Background: an optimization exercise with open tools, aiming at small area and a short achievable clock period. Do not read the settings as production practice. At most, simulation tests tie the RTL to the original design; equivalence was not proved. Power is estimated from default activity; no workload was simulated.

==> module datapath, before the edit <==
module datapath (
  input         clk,
  input  [31:0] size,
  input         busy,
  input  [ 7:0] data,
  input         in_data,
  output        last_data,
  output [31:0] checksum
);
  reg  [15:0] A, B;
  reg  [31:0] size_cnt;
  assign checksum  = { B, A };
  assign last_data = ( size_cnt == 32'h00000001 );
  always @( posedge clk )
    size_cnt <= busy ? size_cnt - in_data : size;
  wire [15:0] nA;
  modadd8 addA ( A, data, nA );
  wire [7:0] al = A[7:0], bl = B[7:0];
  wire [7:0] x1 = al ^ bl, g1 = al & bl;
  wire [7:0] s1 = x1 ^ data;                      
  wire [8:0] c1 = { g1 | ( x1 & data ), 1'b0 };
  wire [7:0] L0, L1, L2;
  wire [2:0] T0, T1, T2;
  zsum #( 8'd0  ) z0 ( s1, c1, L0, T0 );
  zsum #( 8'd15 ) z1 ( s1, c1, L1, T1 );
  zsum #( 8'd30 ) z2 ( s1, c1, L2, T2 );
  wire [9:0] S0 = A[15:8] + B[15:8];
  wire [9:0] S1 = S0 + 10'd1;
  wire [9:0] S2 = S0 + 10'd2;
  wire [9:0] S3 = S0 + 10'd3;
  wire [3:0] f1 = { S3[9] | S3[8], S2[9] | S2[8], S1[9] | S1[8], S0[9] | S0[8] };
  wire [3:0] f2 = { S3[9], S2[9], S1[9], S0[9] };
  wire ge1 = f1[0] | T1[0] & f1[1] | T1[1] & f1[2] | T1[2] & f1[3];
  wire ge2 = f2[0] | T2[0] & f2[1] | T2[1] & f2[2] | T2[2] & f2[3];
  wire [7:0] H0 = T0[2] ? S3[7:0] : T0[1] ? S2[7:0] : T0[0] ? S1[7:0] : S0[7:0];
  wire [7:0] H1 = T1[2] ? S3[7:0] : T1[1] ? S2[7:0] : T1[0] ? S1[7:0] : S0[7:0];
  wire [7:0] H2 = T2[2] ? S3[7:0] : T2[1] ? S2[7:0] : T2[0] ? S1[7:0] : S0[7:0];
  wire [7:0] lo = ge2 ? L2 : ge1 ? L1 : L0;
  wire [7:0] hi = ge2 ? H2 : ge1 ? H1 : H0;
  wire [15:0] nB = { hi, lo };
  always @( posedge clk ) begin
    A <= in_data ? nA : 16'd1;
    B <= in_data ? nB : 16'd0;
  end
endmodule
==> flow/config.mk <==
export PLATFORM = sky130hd
export DESIGN_NAME = adler32
export DESIGN_NICKNAME = adler32
export VERILOG_FILES = /design/flow/design.v
export SDC_FILE = /design/flow/constraint.sdc
export NUM_CORES = 4
export LEC_CHECK = 0
export ABC_AREA = 1
export CAP_MARGIN = 20
export CORE_MARGIN = 2
export CORE_UTILIZATION = 40
export PLACE_DENSITY = 0.75
export SETUP_SLACK_MARGIN = 3.0
export SLEW_MARGIN = 20
==> flow/constraint.sdc <==
create_clock -name core_clock -period 6.5 [get_ports {clk}]
set_input_delay 1.3000 -clock core_clock [delete_from_list [all_inputs] [get_ports {clk}]]
set_output_delay 1.3000 -clock core_clock [all_outputs]
set_load 0.01 [all_outputs]
standard.sh (not shown) runs the stock make flow with config.mk's settings and CLKGATE_MAP_FILE= SYNTH_SCRIPT=/design/flow/synth_recipe.tcl, a recipe that flattens the netlist after the stock synthesis.
==> flow/flow/run.sh <==
#!/bin/bash
# The standard ORFS layout with two changes:
#  - Yosys's full/half-adder extraction is off (ADDER_MAP_FILE empty), so
#    ABC maps all of the arithmetic itself;
#  - ports are buffered with buf_1 instead of the default delay buffer.
set -u
export ADDER_MAP_FILE=
export BUFFER_PORTS_ARGS="-buffer_cell sky130_fd_sc_hd__buf_1"
bash standard.sh > standard.log 2>&1
==> next run, changes <==
--- a/flow/design.v
+++ b/flow/design.v
@@ -63,15 +63,13 @@
   wire [9:0] S3 = S0 + 10'd3;
   wire [3:0] f1 = { S3[9] | S3[8], S2[9] | S2[8], S1[9] | S1[8], S0[9] | S0[8] };
   wire [3:0] f2 = { S3[9], S2[9], S1[9], S0[9] };
   wire ge1 = f1[0] | T1[0] & f1[1] | T1[1] & f1[2] | T1[2] & f1[3];
   wire ge2 = f2[0] | T2[0] & f2[1] | T2[1] & f2[2] | T2[2] & f2[3];
-  wire [7:0] H0 = T0[2] ? S3[7:0] : T0[1] ? S2[7:0] : T0[0] ? S1[7:0] : S0[7:0];
-  wire [7:0] H1 = T1[2] ? S3[7:0] : T1[1] ? S2[7:0] : T1[0] ? S1[7:0] : S0[7:0];
-  wire [7:0] H2 = T2[2] ? S3[7:0] : T2[1] ? S2[7:0] : T2[0] ? S1[7:0] : S0[7:0];
+  wire [2:0] T  = ge2 ? T2 : ge1 ? T1 : T0;
   wire [7:0] lo = ge2 ? L2 : ge1 ? L1 : L0;
-  wire [7:0] hi = ge2 ? H2 : ge1 ? H1 : H0;
+  wire [7:0] hi = T[2] ? S3[7:0] : T[1] ? S2[7:0] : T[0] ? S1[7:0] : S0[7:0];
   wire [15:0] nB = { hi, lo };
   always @( posedge clk ) begin
     A <= in_data ? nA : 16'd1;
     B <= in_data ? nB : 16'd0;
   end
What happened:
- sequential power is higher by about 2%
- fmax decreases by 1.9%
- routed wire length fell by 10%
- non-clock buffer count goes down by 1
- final cell count is lower by about 4%
- clock power fell by 5.0%
- utilization came out higher by 1.1 points


## run A
The RTL this note starts from:
==> flow/design.v <==
module adler32 (
  input         rst_n, clk,
  input         size_valid,
  input  [31:0] size,
  input         data_start,
  input  [ 7:0] data,
  output        checksum_valid,
  output [31:0] checksum
);
  wire busy, in_data, last_data;
  controller ctl( rst_n, clk, size_valid, data_start,
    last_data, checksum_valid, busy, in_data );
  datapath datap( clk, size, busy, data, in_data, last_data, checksum );
endmodule
module controller (
  input      rst_n, clk,
  input      size_valid,
  input      data_start,
  input      last_data,
  output reg checksum_valid,
  output     busy,
  output reg in_data
);
  reg wait_ds;
  wire idle = ~(wait_ds | in_data | checksum_valid);
  wire go   = idle & size_valid;
  assign busy = wait_ds | in_data;
  always @( posedge clk ) begin
    wait_ds        <= rst_n & ( go & ~data_start | wait_ds & ~data_start );
    in_data        <= rst_n & ( ( go | wait_ds ) & data_start | in_data & ~last_data );
    checksum_valid <= rst_n & in_data & last_data;
  end
endmodule
module datapath (
  input         clk,
  input  [31:0] size,
  input         busy,
  input  [ 7:0] data,
  input         in_data,
  output        last_data,
  output [31:0] checksum
);
  reg  [15:0] A, B;
  reg  [31:0] size_cnt;
  assign checksum  = { B, A };
  assign last_data = ( size_cnt == 32'h00000001 );
  always @( posedge clk )
    size_cnt <= busy ? size_cnt - in_data : size;
  wire [15:0] nA;
  modadd8 addA ( A, data, nA );
  wire [7:0] al = A[7:0], bl = B[7:0];
  wire [7:0] x1 = al ^ bl, g1 = al & bl;
  wire [7:0] s1 = x1 ^ data;                      
  wire [8:0] c1 = { g1 | ( x1 & data ), 1'b0 };
  wire [9:0] Z0, Z1, Z2;
  csadd #( 8'd0  ) z0 ( s1, c1, Z0 );
  csadd #( 8'd15 ) z1 ( s1, c1, Z1 );
  csadd #( 8'd30 ) z2 ( s1, c1, Z2 );
  wire [9:0] S0, S1, S2, S3;
  ks #(8) hs0 ( A[15:8], B[15:8], 1'b0, S0 );
  ks #(8) hs1 ( A[15:8], B[15:8], 1'b1, S1 );
  wire [7:0] x2 = A[15:8] ^ B[15:8] ^ 8'h02;
  wire [8:0] c2 = { ( A[15:8] & B[15:8] ) | ( ( A[15:8] | B[15:8] ) & 8'h02 ), 1'b0 };
  ks #(9) hs2 ( { 1'b0, x2 }, c2, 1'b0, S2 );
  ks #(9) hs3 ( { 1'b0, x2 }, c2, 1'b1, S3 );
  function [9:0] pick;
    input [1:0] q;
    input [9:0] a0, a1, a2, a3;
    case( q )
      2'd0: pick = a0;
      2'd1: pick = a1;
      2'd2: pick = a2;
      default: pick = a3;
    endcase
  endfunction
  wire [9:0] H0 = pick( Z0[9:8], S0, S1, S2, S3 );
  wire [9:0] H1 = pick( Z1[9:8], S0, S1, S2, S3 );
  wire [9:0] H2 = pick( Z2[9:8], S0, S1, S2, S3 );
  wire       ge2 = H2[9];
  wire       ge1 = H1[9] | H1[8];
  wire [15:0] nB = ge2 ? { H2[7:0], Z2[7:0] } :
                   ge1 ? { H1[7:0], Z1[7:0] } :
                         { H0[7:0], Z0[7:0] };
  always @( posedge clk ) begin
    A <= in_data ? nA : 16'd1;
    B <= in_data ? nB : 16'd0;
  end
endmodule
module csadd #( parameter [7:0] K = 8'd0 ) (
  input  [7:0] s,
  input  [8:0] c,
  output [9:0] z
);
  wire [8:0] s2 = { c[8], s ^ c[7:0] ^ K };
  wire [9:0] c2 = { c[8] & 1'b0, ( s & c[7:0] ) | ( ( s | c[7:0] ) & K ), 1'b0 };
  wire [9:0] zz;
  ks #(9) add ( s2, c2[8:0], 1'b0, zz );
  assign z = zz;
endmodule
module modadd8 (
  input  [15:0] x,
  input  [ 7:0] d,
  output [15:0] y
);
  wire [9:0] lo, s15;
  ks #(8) add_lo ( x[7:0], d, 1'b0, lo );
  wire [7:0] cs_s = x[7:0] ^ d ^ 8'h0f;
  wire [8:0] cs_c = { ( x[7:0] & d ) | ( ( x[7:0] | d ) & 8'h0f ), 1'b0 };
  ks #(9) add_15 ( { 1'b0, cs_s }, cs_c, 1'b0, s15 );
  wire       hff  = &x[15:8];
  wire       hfe  = ( x[15:8] == 8'hfe );
  wire       wrap = hff & ( s15[9] | s15[8] ) | hfe & s15[9];
  wire [7:0] hi1  = x[15:8] + 1'b1;
  wire [7:0] hi   = lo[8] ? hi1 : x[15:8];
  assign y = wrap ? { 8'h00, s15[7:0] } : { hi, lo[7:0] };
endmodule
module ks #( parameter W = 8 ) (
  input  [W-1:0] a, b,
  input          ci,
  output [9:0]   s
);
  localparam L = $clog2( W );
  wire [W-1:0] g [0:L];
  wire [W-1:0] p [0:L];
  assign g[0] = a & b;
  assign p[0] = a ^ b;
  genvar i, j;
  generate
    for( j = 0; j < L; j = j + 1 ) begin : lvl
      for( i = 0; i < W; i = i + 1 ) begin : bt
        if( i >= ( 1 << j ) ) begin : mrg
          assign g[j+1][i] = g[j][i] | p[j][i] & g[j][i-(1<<j)];
          assign p[j+1][i] = p[j][i] & p[j][i-(1<<j)];
        end else begin : pas
          assign g[j+1][i] = g[j][i];
          assign p[j+1][i] = p[j][i];
        end
      end
    end
  endgenerate
  wire [W:0] c = { g[L] | p[L] & { W{ci} }, ci };
  wire [W:0] r = { c[W], p[0] ^ c[W-1:0] };
  assign s = r;
endmodule
Settings: LEC_CHECK=0, ABC_AREA=1, CAP_MARGIN=20, CORE_MARGIN=2, CORE_UTILIZATION=40, SETUP_SLACK_MARGIN=3.0, SLEW_MARGIN=20; clock period 6.5 ns.
==> flow/flow/run.sh <==
#!/bin/bash
# The standard ORFS layout with two changes:
#  - Yosys's full/half-adder extraction is off (ADDER_MAP_FILE empty), so
#    ABC maps all of the arithmetic itself;
#  - ports are buffered with buf_2 instead of the default delay buffer.
set -u
export ADDER_MAP_FILE=
export BUFFER_PORTS_ARGS="-buffer_cell sky130_fd_sc_hd__buf_2"
bash standard.sh > standard.log 2>&1
Modified inputs, run D compared to run A
diff --git a/flow/design.v b/flow/design.v
--- a/flow/design.v
+++ b/flow/design.v
@@ -55,33 +55,20 @@
   wire [9:0] Z0, Z1, Z2;
   csadd #( 8'd0  ) z0 ( s1, c1, Z0 );
   csadd #( 8'd15 ) z1 ( s1, c1, Z1 );
   csadd #( 8'd30 ) z2 ( s1, c1, Z2 );
-  wire [9:0] S0, S1, S2, S3;
-  ks #(8) hs0 ( A[15:8], B[15:8], 1'b0, S0 );
-  ks #(8) hs1 ( A[15:8], B[15:8], 1'b1, S1 );
-  wire [7:0] x2 = A[15:8] ^ B[15:8] ^ 8'h02;
-  wire [8:0] c2 = { ( A[15:8] & B[15:8] ) | ( ( A[15:8] | B[15:8] ) & 8'h02 ), 1'b0 };
-  ks #(9) hs2 ( { 1'b0, x2 }, c2, 1'b0, S2 );
-  ks #(9) hs3 ( { 1'b0, x2 }, c2, 1'b1, S3 );
-  function [9:0] pick;
-    input [1:0] q;
-    input [9:0] a0, a1, a2, a3;
-    case( q )
-      2'd0: pick = a0;
-      2'd1: pick = a1;
-      2'd2: pick = a2;
-      default: pick = a3;
-    endcase
-  endfunction
-  wire [9:0] H0 = pick( Z0[9:8], S0, S1, S2, S3 );
-  wire [9:0] H1 = pick( Z1[9:8], S0, S1, S2, S3 );
-  wire [9:0] H2 = pick( Z2[9:8], S0, S1, S2, S3 );
-  wire       ge2 = H2[9];
-  wire       ge1 = H1[9] | H1[8];
-  wire [15:0] nB = ge2 ? { H2[7:0], Z2[7:0] } :
-                   ge1 ? { H1[7:0], Z1[7:0] } :
-                         { H0[7:0], Z0[7:0] };
+  wire [9:0] S0 = A[15:8] + B[15:8];
+  wire [9:0] S1 = S0 + 10'd1;
+  wire [9:0] S2 = S0 + 10'd2;
+  wire [9:0] S3 = S0 + 10'd3;
+  wire [3:0] f1 = { S3[9] | S3[8], S2[9] | S2[8], S1[9] | S1[8], S0[9] | S0[8] };
+  wire [3:0] f2 = { S3[9], S2[9], S1[9], S0[9] };
+  wire       ge1 = f1[Z1[9:8]];
+  wire       ge2 = f2[Z2[9:8]];
+  wire [1:0] q  = ge2 ? Z2[9:8] : ge1 ? Z1[9:8] : Z0[9:8];
+  wire [7:0] lo = ge2 ? Z2[7:0] : ge1 ? Z1[7:0] : Z0[7:0];
+  wire [7:0] hi = q[1] ? ( q[0] ? S3[7:0] : S2[7:0] ) : ( q[0] ? S1[7:0] : S0[7:0] );
+  wire [15:0] nB = { hi, lo };
   always @( posedge clk ) begin
     A <= in_data ? nA : 16'd1;
     B <= in_data ? nB : 16'd0;
   end
@@ -118,9 +105,9 @@
   input  [W-1:0] a, b,
   input          ci,
   output [9:0]   s
 );
-  localparam L = $clog2( W );
+  localparam L = ( W > 16 ) ? 5 : ( W > 8 ) ? 4 : ( W > 4 ) ? 3 : ( W > 2 ) ? 2 : 1;
   wire [W-1:0] g [0:L];
   wire [W-1:0] p [0:L];
   assign g[0] = a & b;
   assign p[0] = a ^ b;
## What came out
The higher met3 usage came out of run D. Maximum frequency in run D is 2.3 MHz lower than in run A. Relative to run A, run D improves wire length of the first global-routing pass. Taking run A as the reference point, the power of run D rises by 690 uW. Run D ended up with a lower part of the total power dissipated in sequential elements than run A did. Summary of the comparison: count of clock-net buffers in the final layout is higher in run D, relative to run A. Comparing final-layout clock-cell area share for run D and run A, the smaller number came from run D. NOTE: least setup slack across all paths after layout in run D falls short of that of run A. Looking at minimum hold slack across run D and run A, the one that comes out lower is run A. Between run A and run D, final cell count decreased. Looking only at combinational power, and setting everything else aside, the higher value of run D and run A goes to run D. Looking at global-route total usage across every layer, run D sits 1.2 points below run A. Against run A, run D comes in about 12% lower on clock distribution power. Diff run A -> run D | post-synthesis xor/xnor area fraction | decrease of 4.9 points.
No functional check of the RTL was part of run A.

[separate check: timing with driven ports]
In the flow no input, the clock included, has a driving cell. The finished layouts below were timed again as built, in two steps.
Step 1 assumes that a clkbuf_16 drives the clock port and a buf_2 every other input.
Step 2 adds t to the input delays and takes it off the output delays; t is the mean of the earliest and latest rising clock arrival at the registers after step 1. Input paths then give back, and output paths get back, about the clock's delay inside the block.
Slacks: ideal ports / drivers / drivers and shift; pairs: ideal ports / drivers.
run | t (ns) | slack for setup (ns) | cell pins on the clock port's net
the first run of note 1 | 0.386 | 3.235 / 3.246 / 2.860 | 1
the second run of note 1 | 0.381 | 3.172 / 3.191 / 2.810 | 1
run A | 0.388 | 3.197 / 3.214 / 2.826 | 1
run D | 0.374 | 3.171 / 3.191 / 2.817 | 1
After both steps every run listed still meets setup and hold. The setup slack of the first run of note 1, which loses most, moves by +0.011 ns with the drivers and by -0.375 ns with both steps.
